Source: an optimization exercise on an open RTL-to-GDS flow (aim: small area, a short achievable clock period and few clock cycles per item). Production flows keep margins and buffers that such runs may drop. Only simulation tests tie the RTL to the original design; equivalence was not proved.

==> trial 76: inputs <==
==> flow/design.v (excerpt) <==
module sha256d_miner (
	input             clk,
	input             rst,
	input             run,
	input             wr_blk,
	input             wr_tgt,
	input             wr_nonce,
	input      [31:0] wdata,
	output reg        found,
	output reg [31:0] found_nonce
);
localparam [31:0] IV0 = 32'h6a09e667, IV1 = 32'hbb67ae85, IV2 = 32'h3c6ef372, IV3 = 32'ha54ff53a,
                  IV4 = 32'h510e527f, IV5 = 32'h9b05688c, IV6 = 32'h1f83d9ab, IV7 = 32'h5be0cd19;
localparam [31:0] CA = 32'hb97e58b5, CE = 32'h9cbf5a55;
wire [31:0] wd = {wdata[7:0], wdata[15:8], wdata[23:16], wdata[31:24]};
reg [255:0] mid;           
reg [31:0]  mrk, tim, bts;
always @(posedge clk)
	if (wr_blk) begin
		mid <= {mid[223:0], mrk};
		mrk <= tim;
		tim <= bts;
		bts <= wd;
	end
reg [263:0] q;
reg [2:0]   tcnt;
reg [31:0]  ivt;
always @(*)
	case (tcnt)
	3'd0: ivt = IV7; 3'd1: ivt = IV6; 3'd2: ivt = IV5; 3'd3: ivt = IV4;
	3'd4: ivt = IV3; 3'd5: ivt = IV2; 3'd6: ivt = IV1; default: ivt = IV0;
	endcase
reg [31:0]  wt;
reg         wt_v, run_r;
wire [32:0] tsub = {1'b0, wt} - {1'b0, ivt};
always @(posedge clk) begin
	wt <= wd;
	wt_v <= wr_tgt & ~rst;
	run_r <= run & ~rst;
	if (rst)
		tcnt <= 3'd0;
	else if (wt_v)
		tcnt <= tcnt + 3'd1;
	if (wt_v | run_r)
		q <= {q[230:0], run_r ? q[263:231] : tsub};
end
reg [5:0]  cyc;
reg [1:0]  vcnt;
reg [31:0] nonce;
reg [31:0] k1, k2;         
reg [5:0]  ka1, ka2;       
wire [5:0] cn = run_r ? cyc + 6'd1 : 6'd47;
reg st1h, st1w;    
reg st1, i_mrk, i_tim, i_bts, i_non, i_80, i_280, ins1_en;
  ...
clock: 12.0 ns
lec_check: 0
abc_area: 1
cap_margin: 40
core_margin: 2
core_utilization: 45
setup_slack_margin: 5
slew_margin: 40
run.sh (not shown) runs the stock make flow with config.mk's settings and CLKGATE_MAP_FILE= SYNTH_SCRIPT=/design/flow/synth_recipe.tcl, a recipe that flattens the netlist after the stock synthesis.
==> trial 64: changes against trial 76 <==
--- a/flow/design.v
+++ b/flow/design.v
@@ -52,12 +52,11 @@
 wire [5:0] cn = run_r ? cyc + 6'd1 : 6'd47;
 reg st1h, st1w;    
 reg st1, i_mrk, i_tim, i_bts, i_non, i_80, i_280, ins1_en;
 reg ins2_en, i2_80, i2_100, h2_63, h2_0, cmp_first, cmp_last, n_inc;
 reg [31:0] corr;    
-wire [2:0] cj_n = cn[2:0] - 3'd5;    
-reg  [7:0] csel;                        
+wire [2:0] cj_n = cn[2:0] - 3'd6;
 integer j;
 always @(posedge clk) begin
 	cyc <= cn;
 	st1 <= cn == 6'd63;
 	st1h <= i_280 & run_r;
@@ -75,14 +74,13 @@
 	h2_63 <= cn == 6'd8;
 	h2_0 <= cn == 6'd9;
 	cmp_first <= cn == 6'd6;
 	cmp_last <= cn == 6'd9;
 	n_inc <= cn == 6'd50;
-	csel <= (cn >= 6'd5 && cn <= 6'd12) ? (8'd1 << cj_n) : 8'd0;
 	corr <= 32'h0;
 	for (j = 0; j < 8; j = j + 1)
-		if (csel[j])
+		if (cn >= 6'd6 && cn <= 6'd13 && cj_n == j)
 			corr <= mid[32*j +: 32];
 	ka1 <= cn + 6'd2;
 	ka2 <= cn - 6'd7;
 	k1 <= kfun(ka1);
 	k2 <= kfun(ka2);
@@ -91,11 +89,11 @@
 	else if (cmp_last && vcnt != 2'd2)
 		vcnt <= vcnt + 2'd1;
 	if (wr_nonce)
 		nonce <= wd;
 	else if (run_r && n_inc)
-		nonce <= nonce + 32'd3;
+		nonce <= nonce + 32'd2;
 end
 wire [31:0] ins1c = ({32{i_mrk}} & mrk) | ({32{i_tim}} & tim) | ({32{i_bts}} & bts) |
                     {i_80, 21'h0, i_280, 1'b0, i_280, 7'h0};
 wire [31:0] ins2 = {i2_80, 22'h0, i2_100, 8'h0};
 reg [31:0] ivh, ivl;
@@ -106,11 +104,11 @@
 	2'd0: begin ivh = IV5; ivl = IV1; end    
 	default: begin ivh = IV4; ivl = IV0; end  
 	endcase
 wire [32:0] th = q[230:198];
 wire [32:0] tl = q[98:66];
-wire [2:0] wins;
+wire [1:0] wins;
 wire [31:0] a1_0, b1_0, c1_0, e1_0, f1_0, g1_0, an1_0, en1_0;
 sha_core #(.ENG(1)) u1_0 (
 	.clk(clk),
 	.k(k1),
 	.hsrc_ovr(st1h), .hsrc_v(mid[255:224]), .dsrc_v(mid[127:96]),
@@ -157,40 +155,15 @@
 	.wl(st1w), .wl_v({g1_1, f1_1, e1_1, en1_1, c1_1, b1_1, a1_1, an1_1}), .corr(corr),
 	.a(a2_1), .b(b2_1), .c(c2_1), .e(e2_1), .f(f2_1), .g(g2_1), .an(an2_1), .en(en2_1)
 );
 cmp_unit cu_1 (.clk(clk), .first(cmp_first), .xe(e2_1), .xa(a2_1), .ivh(ivh), .ivl(ivl),
 	.th(th[31:0]), .bh(th[32]), .tl(tl[31:0]), .bl(tl[32]), .win(wins[1]));
-wire [31:0] a1_2, b1_2, c1_2, e1_2, f1_2, g1_2, an1_2, en1_2;
-sha_core #(.ENG(1)) u1_2 (
-	.clk(clk),
-	.k(k1),
-	.hsrc_ovr(st1h), .hsrc_v(mid[255:224]), .dsrc_v(mid[127:96]),
-	.ld(st1), .ld_a(mid[31:0]), .ld_b(mid[63:32]), .ld_c(mid[95:64]),
-	.ld_e(mid[159:128]), .ld_f(mid[191:160]), .ld_g(mid[223:192]),
-	.ld_hkw(1'b0),
-	.ins_en(ins1_en), .ins_v(ins1c | ({32{i_non}} & (nonce + 32'd2))),
-	.wl(1'b0), .wl_v(256'h0), .corr(32'h0),
-	.a(a1_2), .b(b1_2), .c(c1_2), .e(e1_2), .f(f1_2), .g(g1_2), .an(an1_2), .en(en1_2)
-);
-wire [31:0] a2_2, b2_2, c2_2, e2_2, f2_2, g2_2, an2_2, en2_2;
-sha_core #(.ENG(2)) u2_2 (
-	.clk(clk),
-	.k(k2),
-	.hsrc_ovr(h2_63 | h2_0), .hsrc_v(h2_63 ? CA : IV6), .dsrc_v(h2_63 ? CE : IV2),
-	.ld(h2_0), .ld_a(32'h0), .ld_b(IV0), .ld_c(IV1), .ld_e(32'h0), .ld_f(IV4), .ld_g(IV5),
-	.ld_hkw(1'b1),
-	.ins_en(ins2_en), .ins_v(ins2),
-	.wl(st1w), .wl_v({g1_2, f1_2, e1_2, en1_2, c1_2, b1_2, a1_2, an1_2}), .corr(corr),
-	.a(a2_2), .b(b2_2), .c(c2_2), .e(e2_2), .f(f2_2), .g(g2_2), .an(an2_2), .en(en2_2)
-);
-cmp_unit cu_2 (.clk(clk), .first(cmp_first), .xe(e2_2), .xa(a2_2), .ivh(ivh), .ivl(ivl),
-	.th(th[31:0]), .bh(th[32]), .tl(tl[31:0]), .bl(tl[32]), .win(wins[2]));
-reg [1:0] pend;
+reg [0:0] pend;
 always @(posedge clk) begin
-	pend <= cmp_last ? (wins[2:1] & {2{vcnt == 2'd2}}) : (pend >> 1);
+	pend <= cmp_last ? (wins[1:1] & {1{vcnt == 2'd2}}) : (pend >> 1);
 	found <= run & ~rst & (cmp_last ? ((vcnt == 2'd2) & wins[0]) : pend[0]);
-	found_nonce <= nonce + {26'h0, cyc} - 32'd18;
+	found_nonce <= nonce + {26'h0, cyc} - 32'd15;
 end
 function [31:0] add_bk(input [31:0] x, input [31:0] y);
 	reg [31:0] G, P;
 	integer l, i;
 	begin
==> qor summary <==
quantity	trial 64	trial 76
Outcome	complete, no violations	complete, no violations
Time the final worst path needs with I/O delays and setup	6540 ps	6330 ps
Post-synthesis share of cell area spent on and, or, nand and nor gates	12.4%	11.8%
Tap cell count	5663	7837
Synth Register Bits	3930	5479
Count of flip-flops and latches	3930	5479
Fill cell count	40294	56123
Critical R2R Launch	ka1[0]	h2_63
Cell at the slowest stage of the critical path	sky130_fd_sc_hd__ha_1	sky130_fd_sc_hd__clkinv_2
Synthesized-area fraction occupied by ao, oa, aoi and oai cells	11.1%	11.6%
Floorplan die width	656 um	775 um
CTS buffer count	414	593
CP Buf/Inv Count	7	5
Nets in the synthesized netlist	23321	32775
Crit path to	corr[23]	u2_0.dhkw[31]
Testbench counts of trial 76, summed over its fixed seeds: cycles 41,972, items 1,790.
Testbench counts of trial 64, summed over its fixed seeds: cycles 60,844, items 1,790.

-- separate check: timing with driven ports --
No port has a modelled driver above. Below, the same layouts with a new extraction and two added sets of constraints. Step 1 sets driving cells, clkbuf_16 on the clock port and buf_2 on the other inputs (assumed; they add their load-dependent delay and slew). Step 2 also shifts input and output timing later by t, the mid clock arrival at the registers, as if the neighbouring blocks saw the same clock. Slacks: ideal ports / drivers / drivers and shift; pairs: ideal ports / drivers.
run | shift t [ns] | setup WS [ns] | latest minus earliest clock arrival (ns) | cell pins on the clock port's net
trial 76 | 1.261 | 5.669 / 5.669 / 5.669 | 0.118 / 0.119 | 1
trial 64 | 1.137 | 5.465 / 5.465 / 5.465 | 0.119 / 0.120 | 1
After both steps every run listed still meets setup and hold.
